What follows belongs to an exercise in optimizing a design on an open flow for small area; a production flow would make more cautious choices.
The RTL was checked by simulation tests, not by an equivalence proof against the original design.
Power figures rest on the tool's default switching activity, not on a simulated workload.

$ cat flow/design.v
module uart_top (
  input  logic        pclk,
  input  logic        presetn,
  input  logic        psel,
  input  logic        penable,
  input  logic        pwrite,
  input  logic [31:0] paddr,
  input  logic [31:0] pwdata,
  input  logic        uart_rxd,
  output logic        pready,
  output logic [31:0] prdata,
  output logic        uart_txd,
  output logic        uart_intpt
);
  logic apb_acc;
  always_ff @(posedge pclk or negedge presetn)
    if (!presetn) apb_acc <= 1'b0;
    else          apb_acc <= ~apb_acc & psel;
  logic rd_en, wr_en;
  assign rd_en  = apb_acc & penable & ~pwrite;
  assign wr_en  = apb_acc & penable &  pwrite;
  assign pready = 1'b1;
  logic thr_wr_en, rbr_rd_en;
  assign thr_wr_en = wr_en & (paddr[7:0] == 8'h00);
  assign rbr_rd_en = rd_en & (paddr[7:0] == 8'h00);
  logic [2:0] ier;
  logic       fifoen, rxclr, txclr;
  logic [1:0] rxfiftl;
  logic [1:0] wls;
  logic       stb, pen, eps, sp, loop;
  logic [7:0] dll, dlh;
  logic       utrst, urrst;
  always_ff @(posedge pclk or negedge presetn)
    if (!presetn)                         ier <= 3'b0;
    else if (wr_en & (paddr[7:0] == 8'h04)) ier <= pwdata[2:0];
  logic [14:0] pw;
  assign pw = pwdata[14:0] & {15{presetn}};
  logic fcr_ld, lcr_ld, dll_ld, dlh_ld, pwr_ld;
  assign fcr_ld = ~presetn | (wr_en & (paddr[7:0] == 8'h08));
  assign lcr_ld = ~presetn | (wr_en & (paddr[7:0] == 8'h0C));
  assign dll_ld = ~presetn | (wr_en & (paddr[7:0] == 8'h20));
  assign dlh_ld = ~presetn | (wr_en & (paddr[7:0] == 8'h24));
  assign pwr_ld = ~presetn | (wr_en & (paddr[7:0] == 8'h30));
  always_ff @(posedge pclk) begin
    if (fcr_ld) {rxfiftl, txclr, rxclr, fifoen} <= {pw[7:6], pw[2:0]};
    if (lcr_ld) {loop, sp, eps, pen, stb, wls} <= {pw[7], pw[5:0]};
    if (dll_ld) dll <= pw[7:0];
    if (dlh_ld) dlh <= pw[7:0];
    if (pwr_ld) {utrst, urrst} <= pw[14:13];
  end
  logic [14:0] comp_value;
  assign comp_value = {dlh, dll[7:1]};
  logic [14:0] cnt_rx, cnt_tx;
  logic [4:0]  bc_rx, bc_tx;      
  logic        inc_rx, inc_tx;    
  logic        comp_rx, comp_tx;
  logic        tx_idle;
  assign comp_rx = (cnt_rx == comp_value);
  assign comp_tx = (cnt_tx == comp_value);
  always_ff @(posedge pclk) begin
    cnt_rx <= (~presetn | ~urrst | comp_rx) ? 15'd1 : cnt_rx + 15'd1;
    cnt_tx <= (tx_idle | comp_tx) ? 15'd1 : cnt_tx + 15'd1;
  end
  always_ff @(posedge pclk or negedge presetn)
    if (!presetn) begin
      bc_rx   <= 5'd0;
      bc_tx   <= 5'd0;
      inc_rx  <= 1'b0;
      inc_tx  <= 1'b0;
    end else begin
      bc_rx   <= bc_rx + comp_rx;
      bc_tx   <= bc_tx + comp_tx;
      inc_rx  <= comp_rx & bc_rx[0];
      inc_tx  <= comp_tx & bc_tx[0];
    end
  logic [3:0] sc;
  assign sc = bc_rx[4:1];
  logic voting_edge, sample_edge, transmit_edge;
  assign voting_edge   = inc_rx & urrst & ((sc == 4'd6) | (sc == 4'd7) | (sc == 4'd8));
  assign sample_edge   = inc_rx & urrst & (sc == 4'd9);
  assign transmit_edge = inc_tx & ~tx_idle & (bc_tx[4:1] == 4'd15);
  logic dr, oe, pe, fe, bi, thre, temt;
  logic shift_cnt_eq, tsr_load;
  logic receive_done, parity_error, frame_error, uart_break;
  logic rx_fifo_empty, rx_fifo_full, tx_fifo_empty;
  logic [9:0] rx_head;
  logic [10:0] rbr;
  logic rbrf;
  always_ff @(posedge pclk or negedge presetn)
    if (!presetn) begin
      dr   <= 1'b0;
      oe   <= 1'b0;
      pe   <= 1'b0;
      fe   <= 1'b0;
      bi   <= 1'b0;
      thre <= 1'b1;
      temt <= 1'b1;
    end else begin
      if (fifoen) begin
        pe <= (rbr[8] | pe) & ~rbr_rd_en;
        fe <= (rbr[9] | fe) & ~rbr_rd_en;
        dr <= ~rx_fifo_empty;
        bi <= 1'b0;
        oe <= ((rx_fifo_full & receive_done) | oe) & ~rbr_rd_en;
      end else begin
        pe <= ((parity_error & receive_done) | pe) & ~rbr_rd_en;
        fe <= ((frame_error & receive_done) | fe) & ~rbr_rd_en;
        dr <= (receive_done | dr) & ~rbr_rd_en;
        bi <= (uart_break | bi) & ~rbr_rd_en;
        oe <= rbrf & receive_done;
      end
      thre <= ~thr_wr_en & ((~fifoen & tsr_load) | (fifoen & tx_fifo_empty) | thre);
      if (shift_cnt_eq) temt <= thre;
    end
  logic [7:0] thr;
  logic [7:0] txm [0:15];
  logic [4:0] twp, trp;
  logic       t_wr, t_rd;
  assign tx_fifo_empty = (twp == trp);
  assign t_wr = thr_wr_en & fifoen & ~((twp[3:0] == trp[3:0]) & (twp[4] ^ trp[4]));
  assign t_rd = tsr_load & fifoen & ~tx_fifo_empty;
  always_ff @(posedge pclk)
    if (~presetn | (thr_wr_en & ~fifoen)) thr <= pw[7:0];
  for (genvar i = 0; i < 16; i++) begin : g_txm
    always_ff @(posedge pclk)
      if (~presetn | (t_wr & (twp[3:0] == i))) txm[i] <= pw[7:0];
  end
  always_ff @(posedge pclk or negedge presetn)
    if (!presetn) begin
      twp <= 5'd0;
      trp <= 5'd0;
    end else if (txclr) begin
      twp <= {4'd0, twp[3:0] == 4'd0};
      trp <= {4'd0, twp[3:0] == 4'd0};
    end else begin
      twp <= twp + t_wr;
      trp <= trp + t_rd;
    end
  logic [7:0] tx_data;
  assign tx_data = fifoen ? txm[trp[3:0]] : thr;
  logic [9:0] rxm [0:15];
  logic [4:0] rwp, rrp;
  logic       r_wr, r_rd;
  logic [7:0] rsr_data;
  logic [7:0] just_rbr;
  assign rx_fifo_empty = (rwp == rrp);
  assign rx_fifo_full  = (rwp[3:0] == rrp[3:0]) & (rwp[4] ^ rrp[4]);
  assign r_wr = receive_done & fifoen & ~rx_fifo_full;
  assign r_rd = rbr_rd_en & fifoen & ~rx_fifo_empty;
  logic [9:0] rx_din;
  assign rx_din = {frame_error, parity_error, rsr_data} & {10{presetn}};
  for (genvar i = 0; i < 16; i++) begin : g_rxm
    always_ff @(posedge pclk)
      if (~presetn | (r_wr & (rwp[3:0] == i))) rxm[i] <= rx_din;
  end
  always_ff @(posedge pclk or negedge presetn)
    if (!presetn) begin
      rwp <= 5'd0;
      rrp <= 5'd0;
    end else if (rxclr) begin
      rwp <= {4'd0, rwp[3:0] == 4'd0};
      rrp <= {4'd0, rwp[3:0] == 4'd0};
    end else begin
      rwp <= rwp + r_wr;
      rrp <= rrp + r_rd;
    end
  always_ff @(posedge pclk or negedge presetn)
    if (!presetn) rbrf <= 1'b0;
    else          rbrf <= (receive_done | rbrf) & ~rbr_rd_en;
  always_ff @(posedge pclk)
    if (~presetn | (receive_done & ~rbrf & ~fifoen)) just_rbr <= rx_din[7:0];
  assign rx_head = rxm[rrp[3:0]];
  assign rbr = fifoen ? (dr ? {1'b0, rx_head} : 11'b0) : {3'b0, just_rbr};
  logic [3:0] rx_cnt;
  logic       below_level;
  assign rx_cnt = rwp[3:0] - rrp[3:0];
  always_comb
    case (rxfiftl)
      2'b00:   below_level = (rx_cnt == 4'd0);
      2'b01:   below_level = (rx_cnt[3:2] == 2'b00);
      2'b10:   below_level = ~rx_cnt[3];
      default: below_level = (rx_cnt < 4'd14);
    endcase
  assign uart_intpt = (thre & ier[1]) | ((pe | fe | bi) & ier[2]) | (dr & ier[0] & ~below_level);
  localparam logic [1:0] T_IDLE = 2'b00, T_START = 2'b01, T_TRANSMIT = 2'b10, T_PARITY = 2'b11;
  logic [1:0]  tstate;
  logic [3:0]  tx_cnt;
  logic        parity;
  logic [10:0] tsr;
  logic [3:0] data_cnt, shift_cnt;
  logic       data_cnt_eq;
  assign data_cnt  = 4'd6 + {2'b0, wls};
  assign shift_cnt = data_cnt + ((pen & stb) ? 4'd3 : (pen | stb) ? 4'd2 : 4'd1);
  assign data_cnt_eq  = (tx_cnt == data_cnt);
  assign shift_cnt_eq = (tx_cnt == shift_cnt);
  logic st_idle, st_start, st_tx, st_par;
  assign st_idle  = (tstate == T_IDLE);
  assign st_start = (tstate == T_START);
  assign st_tx    = (tstate == T_TRANSMIT);
  assign st_par   = (tstate == T_PARITY);
  assign tx_idle  = st_idle;
  logic shift_en, shift_count_en, shift_count_clr;
  assign shift_en        = (st_tx & transmit_edge & ~(data_cnt_eq | shift_cnt_eq)) | (st_par & transmit_edge);
  assign shift_count_en  = (st_start & transmit_edge) | (st_tx & transmit_edge & ~shift_cnt_eq) | (st_par & transmit_edge);
  assign shift_count_clr = st_tx & shift_cnt_eq & (~thre | transmit_edge);
  assign tsr_load        = st_start & transmit_edge;
  logic [1:0] tnext;
  always_comb
    case (tstate)
      T_IDLE:     tnext = (utrst & ~thre) ? T_START : T_IDLE;
      T_START:    tnext = ~utrst ? T_IDLE : transmit_edge ? T_TRANSMIT : T_START;
      T_TRANSMIT: tnext = ~utrst ? T_IDLE :
                          shift_cnt_eq ? (thre ? (transmit_edge ? T_IDLE : T_TRANSMIT) : T_START) :
                          (data_cnt_eq & transmit_edge & pen) ? T_PARITY : T_TRANSMIT;
      default:    tnext = ~utrst ? T_IDLE : transmit_edge ? T_TRANSMIT : T_PARITY;
    endcase
  logic [7:0]  tdata_m;
  logic [10:0] shift_data;
  always_comb
    case (wls)
      2'b00:   begin tdata_m = {3'b0, tx_data[4:0]}; shift_data = {3'b0, stb, 1'b1, tx_data[4:0], 1'b0}; end
      2'b01:   begin tdata_m = {2'b0, tx_data[5:0]}; shift_data = {2'b0, stb, 1'b1, tx_data[5:0], 1'b0}; end
      2'b10:   begin tdata_m = {1'b0, tx_data[6:0]}; shift_data = {1'b0, stb, 1'b1, tx_data[6:0], 1'b0}; end
      default: begin tdata_m = tx_data;               shift_data = {stb, 1'b1, tx_data, 1'b0}; end
    endcase
  logic parity_gen;
  assign parity_gen = sp ? ~eps : (eps ? ^tdata_m : ~^tdata_m);
  always_ff @(posedge pclk or negedge presetn)
    if (!presetn) begin
      tstate <= T_IDLE;
      tx_cnt <= 4'd0;
      parity <= 1'b0;
    end else begin
      tstate <= tnext;
      tx_cnt <= shift_count_clr ? 4'd0 : tx_cnt + shift_count_en;
      if (tsr_load & pen) parity <= parity_gen;
    end
  always_ff @(posedge pclk)
    if (tsr_load)      tsr <= shift_data;
    else if (shift_en) tsr <= {1'b0, tsr[10:1]};
  logic tx_bit;
  assign tx_bit   = st_par ? parity : tsr[0];
  assign uart_txd = loop | st_idle | st_start | tx_bit;
  logic loop_txd;
  assign loop_txd = st_idle | st_start | tx_bit;
  localparam logic [2:0] R_IDLE = 3'b000, R_START = 3'b001, R_RECEIVE = 3'b010, R_WAIT = 3'b011, R_BREAK = 3'b100;
  logic [2:0] rstate, rnext;
  logic [2:0] vote;
  logic [9:0] rsh;
  logic [3:0] fcnt;
  logic       rx_data, all_zero, receive_cnt_done;
  logic rs_idle, rs_start, rs_recv, rs_wait, rs_break;
  assign rs_idle  = (rstate == R_IDLE);
  assign rs_start = (rstate == R_START);
  assign rs_recv  = (rstate == R_RECEIVE);
  assign rs_wait  = (rstate == R_WAIT);
  assign rs_break = (rstate == R_BREAK);
  assign rx_data  = (vote[0] & vote[1]) | (vote[1] & vote[2]) | (vote[0] & vote[2]);
  assign all_zero = ~|rsh;
  assign receive_cnt_done = (fcnt == ({2'b0, wls} + 4'd5 + {3'b0, pen})) & sample_edge;
  always_comb
    case (rstate)
      R_IDLE:    rnext = urrst ? R_START : R_IDLE;
      R_START:   rnext = ~urrst ? R_IDLE : sample_edge ? (rx_data ? R_IDLE : R_RECEIVE) : R_START;
      R_RECEIVE: rnext = ~urrst ? R_IDLE : receive_cnt_done ? R_WAIT : R_RECEIVE;
      R_WAIT:    rnext = all_zero ? (sample_edge ? R_BREAK : R_WAIT) : (rx_data ? R_IDLE : R_WAIT);
      R_BREAK:   rnext = rx_data ? R_IDLE : R_BREAK;
      default:   rnext = R_IDLE;
    endcase
  assign receive_done = (rs_wait & ~all_zero & rx_data) | (rs_break & rx_data);
  assign uart_break   = rs_break & ~rx_data;
  logic serial_in;
  assign serial_in = loop ? loop_txd : uart_rxd;
  always_ff @(posedge pclk or negedge presetn)
    if (!presetn) begin
      rstate <= R_IDLE;
      vote   <= 3'b0;
      rsh    <= 10'b0;
    end else begin
      rstate <= rnext;
      if (~rs_idle & voting_edge)   vote <= {serial_in, vote[2:1]};
      if (rs_recv & sample_edge)    rsh  <= {rx_data, rsh[9:1]};
    end
  always_ff @(posedge pclk)
    fcnt <= ~rs_recv ? 4'd0 : fcnt + sample_edge;
  always_comb
    case ({pen, wls})
      3'b000: rsr_data = {3'b0, rsh[8:4]};
      3'b001: rsr_data = {2'b0, rsh[8:3]};
      3'b010: rsr_data = {1'b0, rsh[8:2]};
      3'b011: rsr_data = rsh[8:1];
      3'b100: rsr_data = {3'b0, rsh[7:3]};
      3'b101: rsr_data = {2'b0, rsh[7:2]};
      3'b110: rsr_data = {1'b0, rsh[7:1]};
      default: rsr_data = rsh[7:0];
    endcase
  logic expected_parity;
  assign expected_parity = sp ? ~eps : (eps ? ^rsr_data : ~^rsr_data);
  assign parity_error    = pen & (rsh[8] != expected_parity);
  assign frame_error     = receive_done & ~rsh[9];
  logic [31:0] rd_data;
  always_comb
    case (paddr[5:0])
      6'h00:   rd_data = {21'b0, rbr};
      6'h04:   rd_data = {29'b0, ier};
      6'h08:   rd_data = {24'b0, fifoen, fifoen, 5'b0, ~uart_intpt};
      6'h0C:   rd_data = {26'b0, sp, eps, pen, stb, wls};
      6'h14:   rd_data = {25'b0, temt, thre, bi, fe, pe, oe, dr};
      6'h20:   rd_data = {24'b0, dll};
      6'h24:   rd_data = {24'b0, dlh};
      6'h30:   rd_data = {17'b0, utrst, urrst, 13'b0};
      default: rd_data = 32'b0;
    endcase
  assign prdata = rd_en ? rd_data : 32'b0;
endmodule
$ cat flow/flow/run.sh
#!/bin/bash
# The standard layout (standard.sh) with these changes:
#  - port buffers are buf_1 cells;
#  - before global placement, cells are swapped for same-area variants with more drive
#    (flow/same_area_upsize.tcl);
#  - clock tree synthesis uses clkbuf_16 cells on clusters of up to 30 sinks and inserts no
#    dummy loads.
# The full output of the flow goes to standard.log.
set -euo pipefail
export BUFFER_PORTS_ARGS="-buffer_cell sky130_fd_sc_hd__buf_1"
export PRE_GLOBAL_PLACE_TCL="$PWD/flow/same_area_upsize.tcl"
export CTS_ARGS="-sink_clustering_enable -repair_clock_nets -sink_clustering_size 30 -sink_clustering_max_diameter 100 -buf_list sky130_fd_sc_hd__clkbuf_16 -dont_use_dummy_load"
bash standard.sh finish > standard.log 2>&1
$ cat flow/flow/same_area_upsize.tcl
# Swap cells for the variant of the same area with the larger drive (and max capacitance),
# so that fewer nets need repair buffers. Registers are not touched.
set swaps {
  sky130_fd_sc_hd__o21ai_0   sky130_fd_sc_hd__o21ai_1
  sky130_fd_sc_hd__a21boi_0  sky130_fd_sc_hd__a21boi_1
  sky130_fd_sc_hd__and2_0    sky130_fd_sc_hd__and2_1
  sky130_fd_sc_hd__o311ai_0  sky130_fd_sc_hd__o311ai_1
  sky130_fd_sc_hd__or2_0     sky130_fd_sc_hd__or2_1
}
set n 0
foreach inst [get_cells *] {
  set ref [get_property $inst ref_name]
  set i [lsearch -exact $swaps $ref]
  if { $i >= 0 && $i % 2 == 0 } {
    replace_cell $inst [lindex $swaps [expr {$i + 1}]]
    incr n
  }
}
puts "same_area_upsize: swapped $n cells"
$ cat flow/standard.sh
#!/bin/bash
# synth_recipe.tcl (not shown) runs the flow's synth.tcl, then flattens the netlist and writes it again
# the make line also repeats each setting of config.mk as NAME=value (left out here)
make -C /OpenROAD-flow-scripts/flow DESIGN_CONFIG=/design/flow/config.mk WORK_HOME=/design/flow/orfs CLKGATE_MAP_FILE= SYNTH_SCRIPT=/design/flow/synth_recipe.tcl "${@:-finish}"
$ cat flow/config.mk
export PLATFORM = sky130hd
export DESIGN_NAME = uart_top
export DESIGN_NICKNAME = uart_top
export VERILOG_FILES = /design/flow/design.v
export SDC_FILE = /design/flow/constraint.sdc
export NUM_CORES = 4
export LEC_CHECK = 0
export CAP_MARGIN = 0
export CORE_MARGIN = 2
export CORE_UTILIZATION = 65
export SLEW_MARGIN = 0
$ cat flow/constraint.sdc
create_clock -name core_clock -period 10.0 [get_ports {pclk}]
set_input_delay 2.0000 -clock core_clock [delete_from_list [all_inputs] [get_ports {pclk}]]
set_output_delay 2.0000 -clock core_clock [all_outputs]
set_load 0.01 [all_outputs]
==> summary.md, run 1 <==
| Metric | Value |
|---|---|
| Status | `finished clean` |
| Part of the power in registers | `0.632` |
| Startpoint Class | `flop` |
| Synth area leaders | `edfxtp_1, dfrtp_1, dfxtp_1` |
| RePlAce Congestion | `0.9661` |
| Leading area contributor after synthesis | `edfxtp_1` |
| Resize count post-CTS | `0` |
| GRT Residual Overflow | `0` |
| Fraction of layout cells with a size suffix above 1 | `0.07453` |
| Clk pwr share | `0.248` |
| Via density | `6.694` |
| Die area | `32730 um2` |
| Net Sw Frac | `0.2486` |
| Slew HR | `0.1685` |
| DP HPWL | `32210 um` |
| CP Data Arrival Time | `4.22 ns` |
| Clock skew | `0.05981 ns` |
| Post-DR wirelength/cell | `24.74 um` |
| Post-synth ARST share | `0.1502` |
| # IOs | `105` |
| Rows | `64` |
| CP Class | `flop to output port` |
| Pwr/cell area | `161.7 nW/um2` |
| Critical path, cell by cell | `buf_4, clkinv_1, nor2_1, a32o_1, a31oi_1, o21ai_1, a22oi_1, a211oi_1, o21ai_1, a31oi_1, buf_1` |
| Clk latency of the worst-skew pair | `0.55 ns` |
| Hold Crit Class | `flop to flop` |
| Non-filler instance count after layout | `2006` |
| Area growth, synth to finish | `4.311%` |
| Share of the synthesized area in the top cell type | `0.5092` |
| DRC viols | `0` |
| Pre-antenna DRT Iters | `8` |
| Worst slew pin tran | `1.216 ns` |
| Via count | `13430` |
| Mapped cell area | `20350 um2` |
| RSZ-0062 raised after global routing | `false` |
| Final Critical Period | `6.222 ns` |
| Post-synth EDFFs | `345` |
| Inst Count DP | `1988` |
| Sw power | `0.8531 mW` |
| Synth warn | `3` |
| Most frequent cells in the layout | `edfxtp_1, nor2_1, o21ai_1, nand2_1, dfrtp_1` |
| Effective utilization at floorplan | `0.6634` |
| Setup Buffers After CTS | `0` |
| CP Max Fanout | `40` |
| Iter 0 DRT Violations | `1680` |
| Max VDD drop | `0.1637 mV` |
| Maxcap violations | `0` |
| # setup viols final | `0` |
| Comb power frac | `0.120` |
| Number of buffers created by CTS | `18` |
| Max Fclk | `0.1607 GHz` |
| P_leak | `7.443 nW` |
| CTS tree | `built` |
| WP data required | `8.00 ns` |
| Global Route Usage Sum | `0.3005` |
| Cells after synthesis | `1612` |
| CTS clock-pin slew for the worst setup and hold paths | `0.12 ns` |
| CTS max path bufs | `3` |
| IO buf count | `37` |
| Post-synthesis cell type count | `86` |
| CP max stage cell | `nor2_1` |
| Die span in y | `180.9 um` |
| Final ANT Viol Nets | `0` |
| Hold_buf cts | `0` |
| Worst setup EP type | `output port` |
| Reg2Reg Setup Slack | `5.86 ns` |
| Die W | `180.9 um` |
| Final hold vios | `0` |
| Most common cell after layout, fill and taps aside | `edfxtp_1` |
| Clock Tree Root | `clkbuf_16` |
| Max Slew Vio Count | `0` |
| CTS HTree Levels | `1` |
| Int Pwr | `2.578 mW` |
| Setup Total Neg Slack | `0 ns` |
| Seq/Total Area, Yosys | `0.6251` |
| First-pass GRT wire length | `75340 um` |
| Total core area | `30670 um2` |
| Synthesized area per cell | `12.62 um2` |
| Tcrit/Tclk final | `0.6222` |
| Initial antenna violation count | `0` |
| Place WS | `3.951 ns` |
| CP peak stage delay | `0.69 ns` |
| FF+latch count, synth | `446` |
| Routed WL | `49640 um` |
| Primary FF master, synth | `edfxtp_1` |
| Largest net degree at the start of global routing | `66` |
| Vias in the first global route | `12430` |
| Diodes inserted | `0` |
| Sink Count | `446` |
| Final Net Count | `1711` |
| Worst setup margin | `3.778 ns` |
[Yosys cell counts, types with 11 or more instances]
| cell | number |
|---|---|
| edfxtp_1 | 345 |
| nor2_1 | 102 |
| o21ai_0 | 102 |
| nand2_1 | 91 |
| dfrtp_1 | 65 |
| nand3_1 | 62 |
| xnor2_1 | 52 |
| a21oi_1 | 51 |
| clkbuf_1 | 50 |
| xor2_1 | 50 |
| mux2_2 | 37 |
| and2_1 | 35 |
| inv_1 | 35 |
| dfxtp_1 | 34 |
| mux2i_1 | 30 |
| ha_1 | 27 |
| buf_4 | 25 |
| nor2b_1 | 24 |
| nor3_1 | 24 |
| a31oi_1 | 23 |
| and3_1 | 22 |
| a22oi_1 | 21 |
| nand4_1 | 19 |
| buf_2 | 18 |
| nand2b_1 | 16 |
| a22o_1 | 13 |
| or3_1 | 13 |
| a32o_1 | 12 |
| a32oi_1 | 12 |
| nand3b_1 | 12 |
| buf_1 | 11 |
| o22ai_1 | 11 |
[sequential cells by signal, summed over array words and instances, names as in the netlist, 4 cells and up]
name      count
rxm         160
txm         128
cnt_rx       15
cnt_tx       15
tsr          11
rsh          10
dlh           8
dll           8
just_rbr      8
thr           8
bc_rx         5
bc_tx         5
rrp           5
rwp           5
trp           5
twp           5
fcnt          4
tx_cnt        4
[per-stage QoR]
step | power [mW] | instance area (um2) | util | hold WS [ns]
final | 3.431 | 21220 | 0.6920 | 0.4663
after global routing | 3.534 | 21220 | 0.6920 | 0.5036
after CTS | 3.432 | 21220 | 0.6920 | 0.4700
after detailed placement | 2.612 | 20770 | 0.6773 | 0.4447
after global placement | 2.601 | 20770 | 0.6773 | 0.4368
after floorplan | 2.465 | 20420 | - | 0.4025
[layout make-up]
| type | count | area, um2 |
|---|---|---|
| flip-flops and latches | 446 | 12720 |
| fillers | 2277 | 9445 |
| inverters | 40 | 150.1 |
| well taps | 396 | 495.5 |
| clock buffers | 18 | 450.4 |
| multi-input cells | 1037 | 7023 |
| repair buffers | 69 | 382.9 |
[power by group through the flow]
stage | Sequential [mW] | Clock (mW) | Combinational, mW
floorplan | 2.19 | 0 | 0.279
global placement | 2.20 | 0 | 0.398
detailed placement | 2.21 | 0 | 0.403
CTS | 2.17 | 0.860 | 0.405
global route | 2.18 | 0.912 | 0.444
finish | 2.17 | 0.853 | 0.411
[cells by family after synthesis]
kind of cell | count (synthesis) | share of synthesized area
AND/OR/NAND/NOR | 457 | 0.1152
AO/OA/AOI/OAI | 349 | 0.1170
adder cells (fa/ha/maj) | 30 | 0.01906
buffers and inverters | 148 | 0.03450
flip-flops | 446 | 0.6251
XOR/XNOR | 102 | 0.04391
other | 2 | 0.0003691
multiplexers | 78 | 0.04483
[critical path, delay by kind of cell, from the launching register on]
family	cells	cell delay [ns]
AOI/OAI and AO/OA	7	1.46
buffers and inverters	3	1.20
and+or+nand+nor	1	0.69
DFF	1	0.34
[final timing paths]
kind                           start        end  cells past startpoint
max                           rrp[2]  prdata[1]                     11
min                        cnt_tx[0]  cnt_tx[0]                      1
max reg2reg                   rrp[2]  rxm[5][8]                      8
min reg2reg                cnt_tx[0]  cnt_tx[0]                      1
max in group asynchronous    presetn     trp[3]                      2
min in group asynchronous    presetn   bc_tx[2]                      1
[per-layer routing]
layer | GRT usage | wire [um] | vias to the layer above
met5 | 0 | 0 | -
met4 | 0.07548 | 1471 | 0
li1 | - | - | 6029
met1 | 0.4613 | 21060 | 6611
met2 | 0.4561 | 22370 | 690
met3 | 0.04475 | 4743 | 98
==> run 2, diff against run 1 <==
--- a/flow/flow/run.sh
+++ b/flow/flow/run.sh
@@ -9,5 +9,6 @@
 set -euo pipefail
 export BUFFER_PORTS_ARGS="-buffer_cell sky130_fd_sc_hd__buf_1"
 export PRE_GLOBAL_PLACE_TCL="$PWD/flow/same_area_upsize.tcl"
+export RECOVER_POWER=100
 export CTS_ARGS="-sink_clustering_enable -repair_clock_nets -sink_clustering_size 30 -sink_clustering_max_diameter 100 -buf_list sky130_fd_sc_hd__clkbuf_16 -dont_use_dummy_load"
 bash standard.sh finish > standard.log 2>&1
==> run 2 against run 1 <==
  * Now fails the layout checks on max-capacitance violations, max-slew violations
  * Register-to-register slack lost 2.0 ns
  * Worst setup slack lost 1.4 ns
  * Clock-buffer cell count is the same
  * Die area is the same
  * Global-route usage is the same
  * Power shrank 0.14%
  * Sequential cell count is the same
  * Combinational power shrank 2%
  * First-iteration DRC count shrank 4.2%
  * Utilization shrank 0.40 points
  * Critical path type unchanged
  * Critical endpoint is now prdata[9]
  * Largest power group unchanged
==> summary.md, run 2 <==
| Metric | Value |
|---|---|
| Status | `finished with violations (was finished clean)` |
| SO Faults | `max-capacitance violations, max-slew violations` |
| RePlAce Congestion | `0.9661 (unchanged)` |
| # setup viols final | `0 (unchanged)` |
| IO buf count | `37 (unchanged)` |
| CP Class | `flop to output port (unchanged)` |
| Via count | `13400 (was 13430)` |
| Synth top cells by count | `edfxtp_1, nor2_1, o21ai_0 (unchanged)` |
| Number of buffers created by CTS | `18 (unchanged)` |
| Most frequent cells in the layout | `edfxtp_1, nor2_1, nand2_1, dfrtp_1, nand3_1 (was edfxtp_1, nor2_1, o21ai_1, nand2_1, dfrtp_1)` |
| Via density | `6.680 (was 6.694)` |
| Die W | `180.9 um (unchanged)` |
| Cells after synthesis | `1612 (unchanged)` |
| Max Slew Vio Count | `271 (was 0)` |
| Pre-antenna DRT Iters | `7 (was 8)` |
| Largest net degree at the start of global routing | `66 (unchanged)` |
| Clock Tree Root | `clkbuf_16 (unchanged)` |
| Reg with most FFs | `rxm (unchanged)` |
| Post-synth EDFFs | `345 (unchanged)` |
| Maxcap violations | `17 (was 0)` |
| Worst Hold End | `cnt_tx[0] (unchanged)` |
| Synth area leaders | `edfxtp_1, dfrtp_1, dfxtp_1 (unchanged)` |
| Post-DR wirelength/cell | `24.74 um (about the same)` |
| Iter 0 DRT Violations | `1610 (was 1680)` |
| Share of the synthesized area in the top cell type | `0.5092 (unchanged)` |
| Most common cell after layout, fill and taps aside | `edfxtp_1 (unchanged)` |
| Seq/Total Area, Yosys | `0.6251 (unchanged)` |
| RSZ-0062 raised after global routing | `false (unchanged)` |
| Worst setup EP type | `output port (unchanged)` |
| Slew HR | `-1.116 (was 0.1685)` |
| Reg2Reg Depth | `8 (unchanged)` |
| Setup Total Neg Slack | `0 ns (unchanged)` |
| Total core area | `30670 um2 (unchanged)` |
| Mapped cell area | `20350 um2 (unchanged)` |
| CP Max Fanout | `32 (was 40)` |
| Storage cell area | `12720 um2 (unchanged)` |
| Pwr/cell area | `162.4 nW/um2 (was 161.7 nW/um2)` |
| Setup Buffers After CTS | `0 (unchanged)` |
| Worst slew pin tran | `3.174 ns (was 1.216 ns)` |
| Clk latency of the worst-skew pair | `0.55 ns (about the same)` |
| Resize count post-CTS | `0 (unchanged)` |
| Primary FF master, synth | `edfxtp_1 (unchanged)` |
| Area growth, synth to finish | `3.708% (was 4.311%)` |
| Die area | `32730 um2 (unchanged)` |
| Final ANT Viol Nets | `0 (unchanged)` |
| Max FFs per register | `160 (unchanged)` |
| Effective utilization at floorplan | `0.6634 (unchanged)` |
| Rows | `64 (unchanged)` |
| Sink Count | `446 (unchanged)` |
| Vias in the first global route | `12430 (unchanged)` |
| Die span in y | `180.9 um (unchanged)` |
| Hold_buf cts | `0 (unchanged)` |
| Initial antenna violation count | `0 (unchanged)` |
| FF+latch count, synth | `446 (unchanged)` |
| WP data required | `8.00 ns (about the same)` |
| CP Data Arrival Time | `5.63 ns (was 4.22 ns)` |
| Synth warn | `3 (unchanged)` |
| Place WS | `3.951 ns (unchanged)` |
| Reg2Reg Setup Slack | `3.84 ns (was 5.86 ns)` |
| Max Fclk | `0.1310 GHz (was 0.1607 GHz)` |
| First-pass GRT wire length | `75340 um (unchanged)` |
| CTS tree | `built (unchanged)` |
| GRT Residual Overflow | `0 (unchanged)` |
| CTS HTree Levels | `1 (unchanged)` |
| Multi-input gate area | `6983 um2 (was 7023 um2)` |
| Final Net Count | `1711 (unchanged)` |
| Synthesized area per cell | `12.62 um2 (unchanged)` |
| P_leak | `7.338 nW (was 7.443 nW)` |
| Final Critical Period | `7.632 ns (was 6.222 ns)` |
| Top flop regs | `rxm: 160 flops, txm: 128 flops (unchanged)` |
| RR Endpoint | `rxm[4][8] (was rxm[5][8])` |
| Tcrit/Tclk final | `0.7632 (was 0.6222)` |
| DP HPWL | `32210 um (unchanged)` |
| Diodes inserted | `0 (unchanged)` |
| Global Route Usage Sum | `0.3005 (unchanged)` |
| Routed WL | `49630 um (was 49640 um)` |
| Leading area contributor after synthesis | `edfxtp_1 (unchanged)` |
| Most common cell in the netlist | `edfxtp_1 (unchanged)` |
| CTS max path bufs | `3 (unchanged)` |
| Fraction of layout cells with a size suffix above 1 | `0.05466 (was 0.07453)` |
| Hold Crit Class | `flop to flop (unchanged)` |
| Max VDD drop | `0.1644 mV (was 0.1637 mV)` |
| Startpoint Class | `flop (unchanged)` |
| Fillcell total | `2307 (was 2277)` |
| Worst hold stages | `1 (unchanged)` |
| Worst R2R Start | `rrp[1] (was rrp[2])` |
| DRC viols | `0 (unchanged)` |
| Worst setup margin | `2.368 ns (was 3.778 ns)` |
| Clock skew | `0.06092 ns (was 0.05981 ns)` |
| # IOs | `105 (unchanged)` |
| CTS clock-pin slew for the worst setup and hold paths | `0.12 ns (about the same)` |
| Post-synthesis cell type count | `86 (unchanged)` |
| Final hold vios | `0 (unchanged)` |
| Post-synth ARST share | `0.1502 (unchanged)` |
| Hold Crit Start | `cnt_tx[0] (unchanged)` |
-- run 2: layout make-up --
type | instances | share of cell area
Sequential cell | 446 | 0.6029
Multi-Input combinational cell | 1037 | 0.3309
Timing Repair Buffer | 69 | 0.01423
Clock buffer | 18 | 0.02135
Inverter | 40 | 0.007115
Tap cell | 396 | 0.02348
-- run 2: cell families (layout without fill, tap and decap cells) --
logic type	Yosys count	after routing	synth area share
other cells	2	21	0.0003691
buf+inv	148	127	0.03450
fa+ha+maj	30	30	0.01906
xor+xnor	102	102	0.04391
simple gates	457	457	0.1152
compound gates	349	349	0.1170
flops	446	446	0.6251
mux	78	78	0.04483
-- run 2: metrics by stage --
step | hold slack [ns] | cells | cell area (um2) | utilization | power [mW]
global route | 0.5036 | 2006 | 21100 | 0.6880 | 3.529
floorplan | 0.4025 | 1631 | 20420 | - | 2.465
global placement | 0.4368 | 1988 | 20770 | 0.6773 | 2.601
detailed placement | 0.4447 | 1988 | 20770 | 0.6773 | 2.612
CTS | 0.4700 | 2006 | 21220 | 0.6920 | 3.432
finish | 0.4661 | 2006 | 21100 | 0.6880 | 3.426
-- run 2: how the worst max path moves through the flow --
stage | start | endpoint | slack, ns | cells after the start
2_1_floorplan | paddr[1] | prdata[6] | 4.44 | 6
3_3_place_gp | paddr[5] | prdata[6] | 4.00 | 7
3_5_place_dp | paddr[5] | prdata[6] | 3.95 | 7
4_1_cts | rrp[2] | prdata[1] | 3.91 | 11
5_1_grt | rrp[1] | prdata[9] | 2.16 | 11
6_report | rrp[1] | prdata[9] | 2.37 | 11
-- run 2: layer usage --
layer  track usage  routed length, um  vias to the layer above  part of all wire
li1              -                  -                     6016                 -
met5             0                  0                        -                 0
met1        0.4613              21220                     6587              0.43
met2        0.4561              22280                      710              0.45
met3       0.04475               4781                       88             0.096
met4       0.07548               1347                        0             0.027
-- run 2: worst max-delay path, stage by stage, from the launching register on --
cell	delay, ns
dfrtp_1	0.34
clkbuf_1	1.32
inv_1	0.93
nor2_1	0.88
a22o_1	0.26
a221oi_1	0.08
o21ai_1	0.14
a21oi_1	0.07
o21ai_0	0.29
o2111ai_1	0.35
nor3_1	0.27
buf_1	0.20
-- run 2: power breakdown --
| part | total [mW] | switching, mW | internal, mW |
|---|---|---|---|
| clock | 0.853 | 0.526 | 0.327 |
| sequential | 2.17 | 0.0509 | 2.12 |
| combinational | 0.404 | 0.275 | 0.128 |
==> run 3, diff against run 2 <==
--- a/flow/design.v
+++ b/flow/design.v
@@ -59,7 +59,7 @@
   assign comp_tx = (cnt_tx == comp_value);
   always_ff @(posedge pclk) begin
     cnt_rx <= (~presetn | ~urrst | comp_rx) ? 15'd1 : cnt_rx + 15'd1;
-    cnt_tx <= (tx_idle | comp_tx) ? 15'd1 : cnt_tx + 15'd1;
+    cnt_tx <= (~presetn | tx_idle | comp_tx) ? 15'd1 : cnt_tx + 15'd1;
   end
   always_ff @(posedge pclk or negedge presetn)
     if (!presetn) begin
--- a/flow/flow/run.sh
+++ b/flow/flow/run.sh
@@ -9,6 +9,5 @@
 set -euo pipefail
 export BUFFER_PORTS_ARGS="-buffer_cell sky130_fd_sc_hd__buf_1"
 export PRE_GLOBAL_PLACE_TCL="$PWD/flow/same_area_upsize.tcl"
-export RECOVER_POWER=100
 export CTS_ARGS="-sink_clustering_enable -repair_clock_nets -sink_clustering_size 30 -sink_clustering_max_diameter 100 -buf_list sky130_fd_sc_hd__clkbuf_16 -dont_use_dummy_load"
 bash standard.sh finish > standard.log 2>&1
==> run 3 against run 2 <==
  * The run now finishes clean
  * Sequential cell count unchanged
  * Combinational power about the same
  * Utilization increased by 0.41 points
  * Worst setup slack improved by 1.5 ns
  * Die area increased by 0.62%
  * Critical path depth decreased by 1
  * Fmax increased by 25%
  * First-iteration DRC count increased by 0.87%
==> summary.md, run 3 <==
| Metric | Value |
|---|---|
| Share of the synthesized area in the top cell type | `0.5060 (was 0.5092)` |
| Critical path, cell by cell | `buf_4, clkinv_1, nor2_1, nand2_1, o21ai_1, a221oi_1, o22ai_1, o2111ai_1, nor3_1, buf_1 (was clkbuf_1, inv_1, nor2_1, a22o_1, a221oi_1, o21ai_1, a21oi_1, o21ai_0, o2111ai_1, nor3_1, buf_1)` |
| DRC viols | `0 (unchanged)` |
| Most common cell in the netlist | `edfxtp_1 (unchanged)` |
| Reg2Reg Depth | `9 (was 8)` |
| IO buf count | `37 (unchanged)` |
| Post-synth EDFFs | `345 (unchanged)` |
| Hold_buf cts | `0 (unchanged)` |
| Multi-input gate area | `7109 um2 (was 6983 um2)` |
| Post-synth ARST share | `0.1502 (unchanged)` |
| Post-synthesis cell type count | `90 (was 86)` |
| Max Fclk | `0.1633 GHz (was 0.1310 GHz)` |
| Die W | `181.5 um (was 180.9 um)` |
| Fraction of layout cells with a size suffix above 1 | `0.07195 (was 0.05466)` |
| CP Data Arrival Time | `4.13 ns (was 5.63 ns)` |
| CP Max Fanout | `42 (was 32)` |
| Fillcell total | `2218 (was 2307)` |
| Clk latency of the worst-skew pair | `0.56 ns (was 0.55 ns)` |
| Via count | `13500 (was 13400)` |
| Synthesized area per cell | `12.44 um2 (was 12.62 um2)` |
| Clock skew | `0.07195 ns (was 0.06092 ns)` |
| CTS HTree Levels | `1 (unchanged)` |
| RePlAce Congestion | `0.8763 (was 0.9661)` |
| Final ANT Viol Nets | `0 (unchanged)` |
| Top flop regs | `rxm: 160 flops, txm: 128 flops (unchanged)` |
| Critical path's top delay family | `buffers and inverters (unchanged)` |
| RSZ-0062 raised after global routing | `false (unchanged)` |
| Rows | `64 (unchanged)` |
| Post-DR wirelength/cell | `23.70 um (was 24.74 um)` |
| Non-filler instance count after layout | `2037 (was 2006)` |
| Pre-antenna DRT Iters | `6 (was 7)` |
| Max Slew Vio Count | `0 (was 271)` |
| Total core area | `30830 um2 (was 30670 um2)` |
| Critical path depth | `10 (was 11)` |
| Die area | `32940 um2 (was 32730 um2)` |
| Final Net Count | `1741 (was 1711)` |
| Mapped cell area | `20480 um2 (was 20350 um2)` |
| # setup viols final | `0 (unchanged)` |
| Fin Hold WS | `0.4640 ns (was 0.4661 ns)` |
| Maxcap violations | `0 (was 17)` |
| Inst Count DP | `2018 (was 1988)` |
| Sink Count | `446 (unchanged)` |
| # IOs | `105 (unchanged)` |
| Worst slew pin tran | `1.294 ns (was 3.174 ns)` |
| Largest net degree at the start of global routing | `66 (unchanged)` |
| FF+latch count, synth | `446 (unchanged)` |
| Primary FF master, synth | `edfxtp_1 (unchanged)` |
| Worst hold stages | `1 (unchanged)` |
| WP data required | `8.00 ns (about the same)` |
| Cells after synthesis | `1646 (was 1612)` |
| Post-place instance area | `20890 um2 (was 20770 um2)` |
| Startpoint Class | `flop (unchanged)` |
| Seq/Total Area, Yosys | `0.6212 (was 0.6251)` |
| Resize count post-CTS | `0 (unchanged)` |
| Slew HR | `0.1317 (was -1.116)` |
| Fin area | `21340 um2 (was 21100 um2)` |
| CP Class | `flop to output port (unchanged)` |
| Die span in y | `181.5 um (was 180.9 um)` |
| CP peak stage delay | `0.68 ns (was 1.32 ns)` |
| Setup Total Neg Slack | `0 ns (unchanged)` |
| Synth warn | `3 (unchanged)` |
| Via density | `6.627 (was 6.680)` |
| Global Route Usage Sum | `0.2959 (was 0.3005)` |
| Synth area leaders | `edfxtp_1, dfrtp_1, dfxtp_1 (unchanged)` |
| Final hold vios | `0 (unchanged)` |
| Leading area contributor after synthesis | `edfxtp_1 (unchanged)` |
| GRT Residual Overflow | `0 (unchanged)` |
| Hold Crit Class | `flop to flop (unchanged)` |
| CTS clock-pin slew for the worst setup and hold paths | `0.12 ns (about the same)` |
| Max FFs per register | `160 (unchanged)` |
| Number of buffers created by CTS | `18 (unchanged)` |
| CTS tree | `built (unchanged)` |
| Area growth, synth to finish | `4.216% (was 3.708%)` |
| Final Critical Period | `6.126 ns (was 7.632 ns)` |
| P_leak | `7.675 nW (was 7.338 nW)` |
| Clock Tree Root | `clkbuf_16 (unchanged)` |
| Vias in the first global route | `12690 (was 12430)` |
| First-pass GRT wire length | `74220 um (was 75340 um)` |
| CTS max path bufs | `3 (unchanged)` |
| Routed WL | `48280 um (was 49630 um)` |
| Reg with most FFs | `rxm (unchanged)` |
| Iter 0 DRT Violations | `1624 (was 1610)` |
| Tcrit/Tclk final | `0.6126 (was 0.7632)` |
| Most frequent cells in the layout | `edfxtp_1, nor2_1, o21ai_1, nand2_1, xor2_1 (was edfxtp_1, nor2_1, nand2_1, dfrtp_1, nand3_1)` |
| Most common cell after layout, fill and taps aside | `edfxtp_1 (unchanged)` |
| Effective utilization at floorplan | `0.6642 (was 0.6634)` |
| DP HPWL | `31900 um (was 32210 um)` |
| Synth top cells by count | `edfxtp_1, nor2_1, o21ai_0 (unchanged)` |
| Max VDD drop | `0.1535 mV (was 0.1644 mV)` |
| WP buf/inv | `3 (unchanged)` |
| Worst setup EP type | `output port (unchanged)` |
| Storage cell area | `12720 um2 (unchanged)` |
| CP max stage cell | `clkinv_1 (was clkbuf_1)` |
| Setup Buffers After CTS | `0 (unchanged)` |
| Pwr/cell area | `160.4 nW/um2 (was 162.4 nW/um2)` |
| Status | `finished clean (was finished with violations)` |
| Initial antenna violation count | `0 (unchanged)` |
==> run 3: changes by cell type in the layout (fill, tap and decap cells not counted), sizes merged, moves of 9 or more <==
| cell | previous run | this run |
|---|---|---|
| xnor2 | 52 | 25 |
| xor2 | 50 | 74 |
| clkbuf | 42 | 19 |
| buf | 45 | 67 |
| nand2 | 91 | 103 |
| a32o | 12 | 2 |
| mux2i | 30 | 40 |
| a32oi | 12 | 3 |
| inv | 38 | 47 |
==> run 3: logic make-up after synthesis <==
kind of cell | Yosys count | synth area share
compound gates | 345 | 0.1118
xor+xnor | 101 | 0.04491
fa+ha+maj | 30 | 0.01894
buf+inv | 160 | 0.03630
flops | 446 | 0.6212
mux | 82 | 0.04650
other cells | 2 | 0.0003668
simple gates | 480 | 0.1200
==> run 3: final cells by class <==
type,count,area share
diodes,1,0.0001173
clock buffers,18,0.02111
inverters,49,0.008619
multi-input cells,1059,0.3332
flip-flops and latches,446,0.5962
well taps,396,0.02322
repair buffers,68,0.01759
==> run 3: final timing paths <==
kind	start	endpoint	slack, ns
worst max-delay path	rrp[2]	prdata[9]	3.87
worst min-delay path	apb_acc	apb_acc	0.46
worst max register to register	rrp[2]	rxm[8][5]	5.32
worst min register to register	apb_acc	apb_acc	0.46
max in group asynchronous	presetn	temt	7.62
min in group asynchronous	presetn	bc_tx[2]	1.50
==> run 3: per-layer routing <==
layer | up-vias | wire, um | part of all wire | track usage
met5 | - | 0 | 0 | 0
met4 | 0 | 1193 | 0.025 | 0.07480
met3 | 69 | 3895 | 0.081 | 0.03570
met2 | 622 | 22190 | 0.46 | 0.4619
met1 | 6723 | 21000 | 0.43 | 0.4485
li1 | 6086 | - | - | -
==> run 3: report_power, final <==
group          total (mW)  switching (mW)  internal (mW)
registers            2.17          0.0524           2.12
clock network       0.850           0.523          0.327
logic               0.404           0.265          0.140
==> run 3: metrics by stage <==
step | setup slack, ns | total power, mW | utilization
6_report | 3.874 | 3.423 | 0.6922
5_1_grt | 3.680 | 3.543 | 0.6921
4_1_cts | 3.985 | 3.432 | 0.6921
3_5_place_dp | 4.061 | 2.608 | 0.6775
3_3_place_gp | 4.130 | 2.595 | 0.6775
2_1_floorplan | 4.665 | 2.470 | -
==> run 4, diff against run 3 <==
--- a/flow/design.v
+++ b/flow/design.v
@@ -89,29 +89,29 @@
   always_ff @(posedge pclk or negedge presetn)
     if (!presetn) begin
       dr   <= 1'b0;
-      oe   <= 1'b0;
       pe   <= 1'b0;
       fe   <= 1'b0;
       bi   <= 1'b0;
       thre <= 1'b1;
-      temt <= 1'b1;
     end else begin
       if (fifoen) begin
         pe <= (rbr[8] | pe) & ~rbr_rd_en;
         fe <= (rbr[9] | fe) & ~rbr_rd_en;
         dr <= ~rx_fifo_empty;
         bi <= 1'b0;
-        oe <= ((rx_fifo_full & receive_done) | oe) & ~rbr_rd_en;
       end else begin
         pe <= ((parity_error & receive_done) | pe) & ~rbr_rd_en;
         fe <= ((frame_error & receive_done) | fe) & ~rbr_rd_en;
         dr <= (receive_done | dr) & ~rbr_rd_en;
         bi <= (uart_break | bi) & ~rbr_rd_en;
-        oe <= rbrf & receive_done;
       end
       thre <= ~thr_wr_en & ((~fifoen & tsr_load) | (fifoen & tx_fifo_empty) | thre);
-      if (shift_cnt_eq) temt <= thre;
     end
+  always_ff @(posedge pclk) begin
+    oe   <= presetn & (fifoen ? (((rx_fifo_full & receive_done) | oe) & ~rbr_rd_en)
+                              : (rbrf & receive_done));
+    temt <= ~presetn | (shift_cnt_eq ? thre : temt);
+  end
   logic [7:0] thr;
   logic [7:0] txm [0:15];
   logic [4:0] twp, trp;
@@ -125,7 +125,7 @@
     always_ff @(posedge pclk)
       if (~presetn | (t_wr & (twp[3:0] == i))) txm[i] <= pw[7:0];
   end
-  always_ff @(posedge pclk or negedge presetn)
+  always_ff @(posedge pclk)
     if (!presetn) begin
       twp <= 5'd0;
       trp <= 5'd0;
@@ -153,7 +153,7 @@
     always_ff @(posedge pclk)
       if (~presetn | (r_wr & (rwp[3:0] == i))) rxm[i] <= rx_din;
   end
-  always_ff @(posedge pclk or negedge presetn)
+  always_ff @(posedge pclk)
     if (!presetn) begin
       rwp <= 5'd0;
       rrp <= 5'd0;
@@ -164,9 +164,8 @@
       rwp <= rwp + r_wr;
       rrp <= rrp + r_rd;
     end
-  always_ff @(posedge pclk or negedge presetn)
-    if (!presetn) rbrf <= 1'b0;
-    else          rbrf <= (receive_done | rbrf) & ~rbr_rd_en;
+  always_ff @(posedge pclk)
+    rbrf <= presetn & (receive_done | rbrf) & ~rbr_rd_en;
   always_ff @(posedge pclk)
     if (~presetn | (receive_done & ~rbrf & ~fifoen)) just_rbr <= rx_din[7:0];
   assign rx_head = rxm[rrp[3:0]];
@@ -228,13 +227,13 @@
   always_ff @(posedge pclk or negedge presetn)
     if (!presetn) begin
       tstate <= T_IDLE;
-      tx_cnt <= 4'd0;
-      parity <= 1'b0;
     end else begin
       tstate <= tnext;
-      tx_cnt <= shift_count_clr ? 4'd0 : tx_cnt + shift_count_en;
-      if (tsr_load & pen) parity <= parity_gen;
     end
+  always_ff @(posedge pclk) begin
+    tx_cnt <= (~presetn | shift_count_clr) ? 4'd0 : tx_cnt + shift_count_en;
+    if (~presetn | (tsr_load & pen)) parity <= parity_gen & presetn;
+  end
   always_ff @(posedge pclk)
     if (tsr_load)      tsr <= shift_data;
     else if (shift_en) tsr <= {1'b0, tsr[10:1]};
==> run 4 against run 3 <==
  * Largest cell class unchanged
  * Non-clock buffer count is 1 higher
  * Critical path type unchanged
  * Wire length fell by 0.23%
  * Largest power group unchanged
  * Area after synthesis shrank 1.4%
  * Combinational power is 29% lower
==> summary.md, run 4 <==
| Metric | Value |
|---|---|
| Status | `finished clean (unchanged)` |
| CTS max path bufs | `3 (unchanged)` |
| Primary FF master, synth | `edfxtp_1 (unchanged)` |
| Most frequent cells in the layout | `edfxtp_1, nor2_1, nand2_1, o21ai_1, xor2_1 (was edfxtp_1, nor2_1, o21ai_1, nand2_1, xor2_1)` |
| Clock Tree Root | `clkbuf_16 (unchanged)` |
| Clock skew | `0.05525 ns (was 0.07195 ns)` |
| Most common cell after layout, fill and taps aside | `edfxtp_1 (unchanged)` |
| Total core area | `30590 um2 (was 30830 um2)` |
| Leading area contributor after synthesis | `edfxtp_1 (unchanged)` |
| First-pass GRT wire length | `73600 um (was 74220 um)` |
| Final hold vios | `0 (unchanged)` |
| WP data required | `8.00 ns (about the same)` |
| CTS tree | `built (unchanged)` |
| Top flop regs | `rxm: 160 flops, txm: 128 flops (unchanged)` |
| Final Critical Period | `6.146 ns (was 6.126 ns)` |
| Iter 0 DRT Violations | `1578 (was 1624)` |
| Setup Total Neg Slack | `0 ns (unchanged)` |
| RePlAce Congestion | `0.9649 (was 0.8763)` |
| CTS HTree Levels | `1 (unchanged)` |
| Worst Hold End | `cnt_tx[0] (was apb_acc)` |
| RR Endpoint | `tsr[4] (was rxm[8][5])` |
| CP peak stage delay | `0.83 ns (was 0.68 ns)` |
| Global Route Usage Sum | `0.2934 (was 0.2959)` |
| Vias in the first global route | `12350 (was 12690)` |
| Final Net Count | `1730 (was 1741)` |
| Diodes inserted | `0 (was 1)` |
| Via density | `6.494 (was 6.627)` |
| Part of the power in registers | `0.654 (was 0.634)` |
| Post-DR wirelength/cell | `23.79 um (was 23.70 um)` |
| Share of the synthesized area in the top cell type | `0.5147 (was 0.5060)` |
| Setup Buffers After CTS | `0 (unchanged)` |
| CP max stage cell | `nor2_1 (was clkinv_1)` |
| Resize count post-CTS | `0 (unchanged)` |
| Die span in y | `180.2 um (was 181.5 um)` |
| CTS clock-pin slew for the worst setup and hold paths | `0.11 ns (was 0.12 ns)` |
| Max VDD drop | `0.1450 mV (was 0.1535 mV)` |
| Synth area leaders | `edfxtp_1, dfxtp_1, dfrtp_1 (was edfxtp_1, dfrtp_1, dfxtp_1)` |
| Startpoint Class | `flop (unchanged)` |
| Reg with most FFs | `rxm (unchanged)` |
| Worst hold stages | `1 (unchanged)` |
| Int Pwr | `2.533 mW (was 2.583 mW)` |
| Tcrit/Tclk final | `0.6146 (was 0.6126)` |
| FF+latch count, synth | `446 (unchanged)` |
| Most used cell along the critical path | `o21ai_1` |
| Non-filler instance count after layout | `2025 (was 2037)` |
| Sink Count | `446 (unchanged)` |
| Hold_buf cts | `0 (unchanged)` |
| Storage cell area | `12590 um2 (was 12720 um2)` |
| Sw power | `0.7646 mW (was 0.8403 mW)` |
| Most common cell in the netlist | `edfxtp_1 (unchanged)` |
| Effective utilization at floorplan | `0.6599 (was 0.6642)` |
| Via count | `13150 (was 13500)` |
| Rows | `64 (unchanged)` |
| Cells after synthesis | `1629 (was 1646)` |
| Hold Crit Class | `flop to flop (unchanged)` |
| Multi-input gate area | `6960 um2 (was 7109 um2)` |
| Mapped cell area | `20190 um2 (was 20480 um2)` |
| Number of buffers created by CTS | `18 (unchanged)` |
| Final ANT Viol Nets | `0 (unchanged)` |
| Net Sw Frac | `0.2318 (was 0.2455)` |
| Comb power frac | `0.087 (was 0.118)` |
| Routed WL | `48170 um (was 48280 um)` |
| RSZ-0062 raised after global routing | `false (unchanged)` |
| Clk pwr share | `0.259 (was 0.248)` |
| Fillcell total | `2206 (was 2218)` |
| Max FFs per register | `160 (unchanged)` |
| Reg2Reg Setup Slack | `5.94 ns (was 5.32 ns)` |
| Maxcap violations | `0 (unchanged)` |
| Area growth, synth to finish | `4.444% (was 4.216%)` |
| GRT Residual Overflow | `0 (unchanged)` |
| Slew HR | `0.1292 (was 0.1317)` |
| Die area | `32480 um2 (was 32940 um2)` |
| Critical Path Source | `rrp[2] (unchanged)` |
| Seq/Total Area, Yosys | `0.6236 (was 0.6212)` |
| Reg2Reg Depth | `13 (was 9)` |
| # setup viols final | `0 (unchanged)` |
| Hold Crit Start | `cnt_tx[0] (was apb_acc)` |
| Synth warn | `3 (unchanged)` |
| Max Fclk | `0.1627 GHz (was 0.1633 GHz)` |
| Synth top cells by count | `edfxtp_1, nor2_1, nand2_1 (was edfxtp_1, nor2_1, o21ai_0)` |
| DP HPWL | `31430 um (was 31900 um)` |
| Clk latency of the worst-skew pair | `0.56 ns (about the same)` |
| Synthesized area per cell | `12.39 um2 (was 12.44 um2)` |
| Worst setup EP type | `output port (unchanged)` |
| P_leak | `7.405 nW (was 7.675 nW)` |
| Worst R2R Start | `pen (was rrp[2])` |
| Post-synth ARST share | `0.08744 (was 0.1502)` |
| Pre-antenna DRT Iters | `7 (was 6)` |
| Die W | `180.2 um (was 181.5 um)` |
| CP Max Fanout | `36 (was 42)` |
| # IOs | `105 (unchanged)` |
| Initial antenna violation count | `0 (unchanged)` |
| CP Data Arrival Time | `4.15 ns (was 4.13 ns)` |
| Worst slew pin tran | `1.299 ns (was 1.294 ns)` |
| Inst Count DP | `2007 (was 2018)` |
| Critical path, cell by cell | `buf_4, inv_1, nor2_1, a32oi_1, o21ai_1, o2111ai_1, o21ai_1, nand2_1, a31oi_1, buf_1 (was buf_4, clkinv_1, nor2_1, nand2_1, o21ai_1, a221oi_1, o22ai_1, o2111ai_1, nor3_1, buf_1)` |
| Fraction of layout cells with a size suffix above 1 | `0.07489 (was 0.07195)` |
| Max Slew Vio Count | `0 (unchanged)` |
| Largest net degree at the start of global routing | `57 (was 66)` |
| Post-synth EDFFs | `346 (was 345)` |
| CP Class | `flop to output port (unchanged)` |
| Post-synthesis cell type count | `82 (was 90)` |
| IO buf count | `37 (unchanged)` |
| DRC viols | `0 (unchanged)` |
| Pwr/cell area | `156.4 nW/um2 (was 160.4 nW/um2)` |
-- run 4: cell type report --
type                       instances  share of cell area
clock buffer                      18             0.02136
inverter                          54            0.009614
multi-input combinational       1042              0.3301
sequential                       446              0.5972
tap                              396             0.02350
timing repair buffer              69             0.01816
-- run 4: kinds of logic (layout without fill, tap and decap cells) --
kind of cell	count (synthesis)	count (layout)	share of synthesized area
AND/OR/NAND/NOR	462	462	0.1120
flip-flops	446	446	0.6236
AO/OA/AOI/OAI	331	331	0.1100
buffers and inverters	160	141	0.03576
XOR/XNOR	107	107	0.04711
multiplexers	91	91	0.05194
adder cells (fa/ha/maj)	30	30	0.01921
other	2	21	0.0003720
-- run 4: layer usage --
metal	global-route usage	routed length, um	share of wire	vias to the layer above
met4	0.07645	1280	0.027	0
li1	-	-	-	6016
met5	0	0	0	-
met2	0.4759	23170	0.48	622
met3	0.03537	3573	0.074	84
met1	0.4274	20150	0.42	6428
-- run 4: per-stage QoR --
step	power, mW	instance area, um2	hold WS (ns)	setup slack (ns)	util
finish	3.298	21080	0.4635	3.854	0.6893
CTS	3.311	21080	0.4680	3.939	0.6893
global route	3.408	21080	0.4928	3.704	0.6893
floorplan	2.378	20260	0.4103	4.583	-
global placement	2.474	20630	0.4320	4.106	0.6745
detailed placement	2.482	20630	0.4392	4.061	0.6745
-- run 4: worst max-delay path: cells and delay by family (launching register included) --
family | cells | cell delay, ns
flops | 1 | 0.32
compound gates | 5 | 1.19
simple gates | 2 | 0.98
buf+inv | 3 | 1.12
-- run 4: worst max path at each step --
stage                 to  cells past startpoint  slack [ns]
3_3_place_gp   prdata[3]                      7        4.11
5_1_grt        prdata[1]                     10        3.70
3_5_place_dp   prdata[7]                      7        4.06
2_1_floorplan  prdata[7]                      6        4.58
6_report       prdata[1]                     10        3.85
4_1_cts        prdata[1]                     12        3.94
-- run 4: power by group through the flow --
stage | logic (mW) | registers [mW] | clock network [mW]
after floorplan | 0.200 | 2.18 | 0
after global placement | 0.280 | 2.19 | 0
after detailed placement | 0.284 | 2.20 | 0
after CTS | 0.286 | 2.16 | 0.869
after global routing | 0.312 | 2.17 | 0.929
final | 0.287 | 2.16 | 0.853
==> run 5, diff against run 4 <==
--- a/flow/design.v
+++ b/flow/design.v
@@ -61,18 +61,12 @@
     cnt_rx <= (~presetn | ~urrst | comp_rx) ? 15'd1 : cnt_rx + 15'd1;
     cnt_tx <= (~presetn | tx_idle | comp_tx) ? 15'd1 : cnt_tx + 15'd1;
   end
-  always_ff @(posedge pclk or negedge presetn)
-    if (!presetn) begin
-      bc_rx   <= 5'd0;
-      bc_tx   <= 5'd0;
-      inc_rx  <= 1'b0;
-      inc_tx  <= 1'b0;
-    end else begin
-      bc_rx   <= bc_rx + comp_rx;
-      bc_tx   <= bc_tx + comp_tx;
-      inc_rx  <= comp_rx & bc_rx[0];
-      inc_tx  <= comp_tx & bc_tx[0];
-    end
+  always_ff @(posedge pclk) begin
+    bc_rx  <= presetn ? bc_rx + comp_rx : 5'd0;
+    bc_tx  <= presetn ? bc_tx + comp_tx : 5'd0;
+    inc_rx <= comp_rx & bc_rx[0];
+    inc_tx <= comp_tx & bc_tx[0];
+  end
   logic [3:0] sc;
   assign sc = bc_rx[4:1];
   logic voting_edge, sample_edge, transmit_edge;
@@ -272,16 +266,16 @@
   assign serial_in = loop ? loop_txd : uart_rxd;
   always_ff @(posedge pclk or negedge presetn)
     if (!presetn) begin
-      rstate <= R_IDLE;
       vote   <= 3'b0;
       rsh    <= 10'b0;
     end else begin
-      rstate <= rnext;
       if (~rs_idle & voting_edge)   vote <= {serial_in, vote[2:1]};
       if (rs_recv & sample_edge)    rsh  <= {rx_data, rsh[9:1]};
     end
-  always_ff @(posedge pclk)
-    fcnt <= ~rs_recv ? 4'd0 : fcnt + sample_edge;
+  always_ff @(posedge pclk) begin
+    rstate <= presetn ? rnext : R_IDLE;
+    fcnt   <= ~rs_recv ? 4'd0 : fcnt + sample_edge;
+  end
   always_comb
     case ({pen, wls})
       3'b000: rsr_data = {3'b0, rsh[8:4]};
--- a/flow/flow/run.sh
+++ b/flow/flow/run.sh
@@ -9,5 +9,6 @@
 set -euo pipefail
 export BUFFER_PORTS_ARGS="-buffer_cell sky130_fd_sc_hd__buf_1"
 export PRE_GLOBAL_PLACE_TCL="$PWD/flow/same_area_upsize.tcl"
+export SKIP_REPAIR_TIE_FANOUT=1
 export CTS_ARGS="-sink_clustering_enable -repair_clock_nets -sink_clustering_size 30 -sink_clustering_max_diameter 100 -buf_list sky130_fd_sc_hd__clkbuf_16 -dont_use_dummy_load"
 bash standard.sh finish > standard.log 2>&1
==> run 5 against run 4 <==
  * Worst setup slack improved by 0.26 ns
  * Area after synthesis rose by 0.35%
  * Die area rose by 0.34%
  * Fmax rose by 4.4%
==> summary.md, run 5 <==
| Metric | Value |
|---|---|
| Die span in y | `180.5 um (was 180.2 um)` |
| IO buf count | `37 (unchanged)` |
| Worst Hold End | `cnt_tx[0] (unchanged)` |
| Via density | `6.613 (was 6.494)` |
| Vias in the first global route | `12670 (was 12350)` |
| Place WS | `4.203 ns (was 4.061 ns)` |
| # setup viols final | `0 (unchanged)` |
| Die area | `32590 um2 (was 32480 um2)` |
| Cells after synthesis | `1650 (was 1629)` |
| Critical path, cell by cell | `buf_4, inv_1, nor2_1, a221oi_1, nor3_1, a221oi_1, a21oi_1, o21ai_1, a41oi_1, buf_1 (was buf_4, inv_1, nor2_1, a32oi_1, o21ai_1, o2111ai_1, o21ai_1, nand2_1, a31oi_1, buf_1)` |
| Hold_buf cts | `0 (unchanged)` |
| Max Slew Vio Count | `0 (unchanged)` |
| CTS max path bufs | `3 (unchanged)` |
| Clock Tree Root | `clkbuf_16 (unchanged)` |
| CP Class | `flop to output port (unchanged)` |
| Largest net degree at the start of global routing | `63 (was 57)` |
| Most common cell after layout, fill and taps aside | `edfxtp_1 (unchanged)` |
| Maxcap violations | `0 (unchanged)` |
| Reg with most FFs | `rxm (unchanged)` |
| Synth top cells by count | `edfxtp_1, nor2_1, o21ai_0 (was edfxtp_1, nor2_1, nand2_1)` |
| Fraction of layout cells with a size suffix above 1 | `0.07015 (was 0.07489)` |
| Hold Crit Class | `flop to flop (unchanged)` |
| Diodes inserted | `0 (unchanged)` |
| Resize count post-CTS | `0 (unchanged)` |
| RR Endpoint | `rxm[12][8] (was tsr[4])` |
| Rows | `64 (unchanged)` |
| Reg2Reg Depth | `9 (was 13)` |
| Tcrit/Tclk final | `0.5885 (was 0.6146)` |
| RePlAce Congestion | `0.8954 (was 0.9649)` |
| Die W | `180.5 um (was 180.2 um)` |
| Worst slew pin tran | `1.211 ns (was 1.299 ns)` |
| Iter 0 DRT Violations | `1334 (was 1578)` |
| Setup Buffers After CTS | `0 (unchanged)` |
| Final Critical Period | `5.885 ns (was 6.146 ns)` |
| Max Fclk | `0.1699 GHz (was 0.1627 GHz)` |
| CP Max Fanout | `36 (unchanged)` |
| RSZ-0062 raised after global routing | `false (unchanged)` |
| Leading area contributor after synthesis | `edfxtp_1 (unchanged)` |
| Max VDD drop | `0.1545 mV (was 0.1450 mV)` |
| Reg2Reg Setup Slack | `5.55 ns (was 5.94 ns)` |
| Worst setup EP type | `output port (unchanged)` |
| Seq/Total Area, Yosys | `0.6177 (was 0.6236)` |
| Effective utilization at floorplan | `0.6605 (was 0.6599)` |
| Fillcell total | `2280 (was 2206)` |
| Worst setup margin | `4.115 ns (was 3.854 ns)` |
| Post-synthesis cell type count | `92 (was 82)` |
| Pwr Total | `3.286 mW (was 3.298 mW)` |
| Synthesized area per cell | `12.28 um2 (was 12.39 um2)` |
| FF+latch count, synth | `446 (unchanged)` |
| WP data required | `8.00 ns (about the same)` |
| Via count | `13360 (was 13150)` |
| Status | `finished clean (unchanged)` |
| Area growth, synth to finish | `3.644% (was 4.444%)` |
| Slew HR | `0.1897 (was 0.1292)` |
| Startpoint Class | `flop (unchanged)` |
| # IOs | `105 (unchanged)` |
| Max FFs per register | `160 (unchanged)` |
| Setup Total Neg Slack | `0 ns (unchanged)` |
| DP HPWL | `32380 um (was 31430 um)` |
| Top flop regs | `rxm: 160 flops, txm: 128 flops (unchanged)` |
| P_leak | `7.293 nW (was 7.405 nW)` |
| GRT Residual Overflow | `0 (unchanged)` |
| First-pass GRT wire length | `75400 um (was 73600 um)` |
| CTS clock-pin slew for the worst setup and hold paths | `0.12 ns (was 0.11 ns)` |
| Clk latency of the worst-skew pair | `0.55 ns (was 0.56 ns)` |
| Sink Count | `446 (unchanged)` |
| Hold Crit Start | `cnt_tx[0] (unchanged)` |
| Total core area | `30670 um2 (was 30590 um2)` |
| Most common cell in the netlist | `edfxtp_1 (unchanged)` |
| Pre-antenna DRT Iters | `6 (was 7)` |
| Most used cell along the critical path | `a221oi_1 (was o21ai_1)` |
| Final ANT Viol Nets | `0 (unchanged)` |
| DRC viols | `0 (unchanged)` |
| Number of buffers created by CTS | `18 (unchanged)` |
| Clock skew | `0.05098 ns (was 0.05525 ns)` |
| Post-place instance area | `20540 um2 (was 20630 um2)` |
| Primary FF master, synth | `edfxtp_1 (unchanged)` |
| WP buf/inv | `3 (unchanged)` |
| CTS tree | `built (unchanged)` |
| Most frequent cells in the layout | `edfxtp_1, nor2_1, o21ai_1, nand2_1, dfxtp_1 (was edfxtp_1, nor2_1, nand2_1, o21ai_1, xor2_1)` |
| Initial antenna violation count | `0 (unchanged)` |
| Mapped cell area | `20260 um2 (was 20190 um2)` |
| CTS HTree Levels | `1 (unchanged)` |
| CP Data Arrival Time | `3.89 ns (was 4.15 ns)` |
| CP max stage cell | `a221oi_1 (was nor2_1)` |
| Synth area leaders | `edfxtp_1, dfxtp_1, xor2_1 (was edfxtp_1, dfxtp_1, dfrtp_1)` |
| Pwr/cell area | `156.5 nW/um2 (was 156.4 nW/um2)` |
| Critical path's top delay family | `compound AO/OA/AOI/OAI gates (unchanged)` |
| Global Route Usage Sum | `0.3007 (was 0.2934)` |
| Final hold vios | `0 (unchanged)` |
| Worst hold stages | `1 (unchanged)` |
| Share of the synthesized area in the top cell type | `0.5129 (was 0.5147)` |
| Worst R2R Start | `wls[1] (was pen)` |
| Post-synth ARST share | `0.05381 (was 0.08744)` |
| Post-synth EDFFs | `346 (unchanged)` |
| Fin area | `21000 um2 (was 21080 um2)` |
| Synth warn | `3 (unchanged)` |
| CP peak stage delay | `0.64 ns (was 0.83 ns)` |
| Post-DR wirelength/cell | `24.35 um (was 23.79 um)` |
| Final Net Count | `1726 (was 1730)` |
| Routed WL | `49210 um (was 48170 um)` |
[run 5: cell count changes after synthesis, sizes merged, moves of 9 or more]
| cell | change |
|---|---|
| dfxtp | +15 |
| o21ai | +16 |
| a21oi | +9 |
| dfrtp | -15 |
| inv | -12 |
| nand2 | +12 |
| mux2 | -18 |
[run 5: final cells by class]
class | count | area [um2] | area share
Sequential cell | 446 | 12520 | 0.5961
Multi-Input combinational cell | 1051 | 7000 | 0.3334
Tap cell | 396 | 495.5 | 0.02360
Clock buffer | 18 | 450.4 | 0.02145
Timing Repair Buffer | 68 | 375.4 | 0.01788
Inverter | 42 | 157.7 | 0.007509
[run 5: metal layers]
metal / wire, um / global-route usage / vias to the layer above
li1: - / - / 6076
met5: 0 / 0 / -
met1: 20400 / 0.4281 / 6644
met4: 1438 / 0.08968 / 0
met3: 3721 / 0.03011 / 90
met2: 23650 / 0.4968 / 554
[run 5: cell families (layout without fill, tap and decap cells)]
group                      Yosys count  count (layout)  synth area share
adders and majority gates           30              30           0.01915
other                                2               2         0.0003707
AOI/OAI and AO/OA                  360             360            0.1181
muxes                               69              69           0.03959
DFF                                446             446            0.6177
buffers and inverters              153             128           0.03830
xor gates and xnor gates           102             102           0.04688
and+or+nand+nor                    488             488            0.1199
[run 5: how the worst max path moves through the flow]
stage                  start   endpoint  slack (ns)  cells past startpoint
floorplan           paddr[4]  prdata[6]        4.62                      6
global placement    paddr[1]  prdata[6]        4.20                      6
detailed placement  paddr[1]  prdata[6]        4.20                      6
CTS                   rrp[1]  prdata[0]        4.16                     10
global route          rrp[1]  prdata[0]        3.95                     10
finish                rrp[1]  prdata[6]        4.11                     10
[run 5: per-stage QoR]
stage / cells / utilization / hold WS, ns
final: 2021 / 0.6846 / 0.4798
after global routing: 2021 / 0.6846 / 0.5026
after CTS: 2021 / 0.6846 / 0.4749
after detailed placement: 2003 / 0.6699 / 0.4521
after global placement: 2003 / 0.6699 / 0.4422
after floorplan: 1650 / - / 0.4101
[run 5: power by group]
part	leakage, nW	total [mW]	internal (mW)	switching (mW)
Combinational	2.70	0.284	0.0944	0.190
Clock	0.222	0.850	0.327	0.523
Sequential	4.37	2.15	2.11	0.0464

Check on run 5: ideal ports give 4.115 ns setup slack; a clkbuf_16 on the clock port and buf_2 on the inputs give 4.061 ns; moving port delays by the midpoint clock arrival (0.582 ns) as well gives 4.124 ns.
